This is an optimization exercise on Yosys and OpenROAD, whose aim is small area, a short achievable clock period and few clock cycles, not a production implementation.
RTL that was checked went through simulation tests only; none was proved equivalent to the original.
No activity file was given, so power comes from the tool's default toggle rates.

// alu
module alu #(
    parameter INT_W  = 4,
    parameter FRAC_W = 6,
    parameter INST_W = 4,
    parameter DATA_W = INT_W + FRAC_W
)(
    input                     i_clk,
    input                     i_rst_n,
    input                     i_valid,
    input signed [DATA_W-1:0] i_data_a,
    input signed [DATA_W-1:0] i_data_b,
    input        [INST_W-1:0] i_inst,
    output                    o_valid,
    output       [DATA_W-1:0] o_data
);
wire signed [9:0] a = i_data_a;
wire signed [9:0] b = i_data_b;
wire is_addsub = (i_inst[3:1] == 3'b000);
wire is_mul    = (i_inst[3:1] == 3'b001);
wire is_sub    = (i_inst == 4'd1);
wire is_mac    = (i_inst == 4'd3);
wire is_tanh   = (i_inst == 4'd4);
wire t_r1 = (a <= -10'sd96);
wire t_r2 = !t_r1 && (a <= -10'sd32);
wire t_r5 = (a > 10'sd96);
wire t_r4 = !t_r5 && (a > 10'sd32);
wire t_r3 = !(t_r1 || t_r2 || t_r4 || t_r5);
wire [9:0] tanh_x = t_r1 ? -10'sd64 : t_r2 ? -10'sd16 : t_r4 ? 10'sd16 : t_r5 ? 10'sd64 : 10'sd0;
reg [3:0] clz, ctz;
integer k;
always @(*) begin
    clz = 4'd10;
    for (k = 0; k < 10; k = k + 1) if (a[k]) clz = 9 - k;
    ctz = 4'd10;
    for (k = 9; k >= 0; k = k - 1) if (a[k]) ctz = k;
end
wire [3:0] cpop = a[0] + a[1] + a[2] + a[3] + a[4] + a[5] + a[6] + a[7] + a[8] + a[9];
wire [9:0] rol_1 = b[0] ? {a[8:0], a[9]} : a;
wire [9:0] rol_2 = b[1] ? {rol_1[7:0], rol_1[9:8]} : rol_1;
wire [9:0] rol_4 = b[2] ? {rol_2[5:0], rol_2[9:6]} : rol_2;
wire [9:0] rol   = b[3] ? {rol_4[1:0], rol_4[9:2]} : rol_4;
reg [9:0] x;
always @(*) begin
    case (i_inst)
        4'd0:    x = b;
  ...
Settings: LEC_CHECK=0, CAP_MARGIN=20, CORE_MARGIN=2, CORE_UTILIZATION=40, SETUP_SLACK_MARGIN=4, SLEW_MARGIN=20, SYNTH_HIERARCHICAL=1, SYNTH_MINIMUM_KEEP_SIZE=0; clock period 9.0 ns.
run.sh (not shown) runs the stock make flow with config.mk's settings and CLKGATE_MAP_FILE= SYNTH_SCRIPT=/design/flow/synth_recipe.tcl, a recipe that flattens the netlist after the stock synthesis.
The starting point completed with no timing, DRC or antenna violations.
Change:
SETUP_SLACK_MARGIN = 2.5   (was 4)
Routed wire length went down by 5.9%.
Sequential share of layout area is higher by 1.8 points.
Final area came out lower by 14%.
Final cell count goes down by 6.6%.
Die area stays the same.
Clock-buffer cell count goes down by 1.
Via count shrinks by 6.4%.
Global-route usage fell by 0.63 points.
Worst setup slack gets worse by 1.1 ns.
First-iteration DRC count grows by 10%.
No run of this note included a check of the RTL's function; only the layout flow was run.

---

Another version of the RTL of alu (not shown whole).
For scale: ~670 cells after synthesis, ~38 flip-flops, roughly 38 I/O pins, roughly 0.0058 sq mm of cells after synthesis.
## alu
module alu #(
    parameter INT_W  = 4,
    parameter FRAC_W = 6,
    parameter INST_W = 4,
    parameter DATA_W = INT_W + FRAC_W
)(
    input                     i_clk,
    input                     i_rst_n,
    input                     i_valid,
    input signed [DATA_W-1:0] i_data_a,
    input signed [DATA_W-1:0] i_data_b,
    input        [INST_W-1:0] i_inst,
    output                    o_valid,
    output       [DATA_W-1:0] o_data
);
wire signed [9:0] a = i_data_a;
wire signed [9:0] b = i_data_b;
wire is_addsub = (i_inst[3:1] == 3'b000);
wire is_mul    = (i_inst[3:1] == 3'b001);
wire is_sub    = (i_inst == 4'd1);
wire is_mac    = (i_inst == 4'd3);
wire is_tanh   = (i_inst == 4'd4);
wire t_r1 = (a <= -10'sd96);
wire t_r2 = !t_r1 && (a <= -10'sd32);
wire t_r5 = (a > 10'sd96);
wire t_r4 = !t_r5 && (a > 10'sd32);
wire t_r3 = !(t_r1 || t_r2 || t_r4 || t_r5);
wire [9:0] tanh_x = t_r1 ? -10'sd64 : t_r2 ? -10'sd16 : t_r4 ? 10'sd16 : t_r5 ? 10'sd64 : 10'sd0;
reg [3:0] clz, ctz;
integer k;
always @(*) begin
    clz = 4'd10;
    for (k = 0; k < 10; k = k + 1) if (a[k]) clz = 9 - k;
    ctz = 4'd10;
    for (k = 9; k >= 0; k = k - 1) if (a[k]) ctz = k;
end
wire [3:0] cpop = a[0] + a[1] + a[2] + a[3] + a[4] + a[5] + a[6] + a[7] + a[8] + a[9];
wire [9:0] rol_1 = b[0] ? {a[8:0], a[9]} : a;
wire [9:0] rol_2 = b[1] ? {rol_1[7:0], rol_1[9:8]} : rol_1;
wire [9:0] rol_4 = b[2] ? {rol_2[5:0], rol_2[9:6]} : rol_2;
wire [9:0] rol   = b[3] ? {rol_4[1:0], rol_4[9:2]} : rol_4;
reg [9:0] x;
always @(*) begin
    case (i_inst)
  ...
Settings: LEC_CHECK=0, CAP_MARGIN=20, CORE_MARGIN=2, CORE_UTILIZATION=40, SETUP_SLACK_MARGIN=3.5, SLEW_MARGIN=20; clock period 9.0 ns.
standard.sh (not shown) runs the stock make flow with config.mk's settings and CLKGATE_MAP_FILE= SYNTH_SCRIPT=/design/flow/synth_recipe.tcl, a recipe that flattens the netlist after the stock synthesis.
==> flow/flow/run.sh <==
#!/bin/bash
# The standard layout, except that the input and output ports are buffered
# with buf_2 cells (buffer_ports otherwise picks a slow delay buffer).
set -euo pipefail
bash standard.sh "BUFFER_PORTS_ARGS=-buffer_cell sky130_fd_sc_hd__buf_2" finish > standard_flow.log 2>&1
Testbench counts at the start, summed over its fixed seeds: cycles 24,000.
Next try:
- SETUP_SLACK_MARGIN: 3.5 -> 3.0
What happened: The new run finished clean. Maximum frequency shrinks by 3.8%. Clock power stays flat. Via count stays flat.
Next try:
- ABC_AREA: unset -> 1
- SETUP_SLACK_MARGIN: 3.0 -> 3.5
=> Hold slack gains 0.030 ns. Routed wire length went up by a few percent. Via count went up by a little under a tenth. Power went up by roughly a tenth. Setup slack gains 0.25 ns.
Next try:
- ABC_AREA: 1 -> unset
- SETUP_SLACK_MARGIN: 3.5 -> 2.5
Effect: The new run completed without violations. Count of clock-buffer cells in the layout shrinks by 1. Maximum frequency shrinks by a few percent. Worst hold slack is worse by 0.026 ns. Die area shrinks by a few percent. Synthesized cell count shrinks by about a fifth.

-- port drivers added, routing unchanged --
How much do the figures lean on ideal ports? The routed layouts below were timed once more, with nothing changed but the port constraints. Step 1 assumes that a clkbuf_16 drives the clock port and a buf_2 every other input. Step 2, shift: input delay + t, output delay - t, t = (earliest + latest rising clock arrival at the registers) / 2. This alone moves slack from input paths to output paths. Three values: no drivers, after step 1, after step 2; two values: the first two.
run | t, ns | slack for setup (ns) | latest minus earliest clock arrival (ns)
the first run of note 1 | 0.316 | 3.705 / 3.670 / 3.577 | 0.005 / 0.005
the second run of note 1 | 0.317 | 2.619 / 2.626 / 2.309 | 0.006 / 0.006
the first run of note 2 | 0.312 | 3.617 / 3.583 / 3.377 | 0.011 / 0.011
the second run of note 2 | 0.312 | 3.402 / 3.368 / 3.206 | 0.009 / 0.009
the third run of note 2 | 0.309 | 3.656 / 3.667 / 3.358 | 0.006 / 0.006
the fourth run of note 2 | 0.313 | 3.270 / 3.235 / 3.219 | 0.010 / 0.010
After both steps every run listed still meets setup and hold. The setup slack of the second run of note 1, which loses most, moves by +0.007 ns with the drivers and by -0.310 ns with both steps.
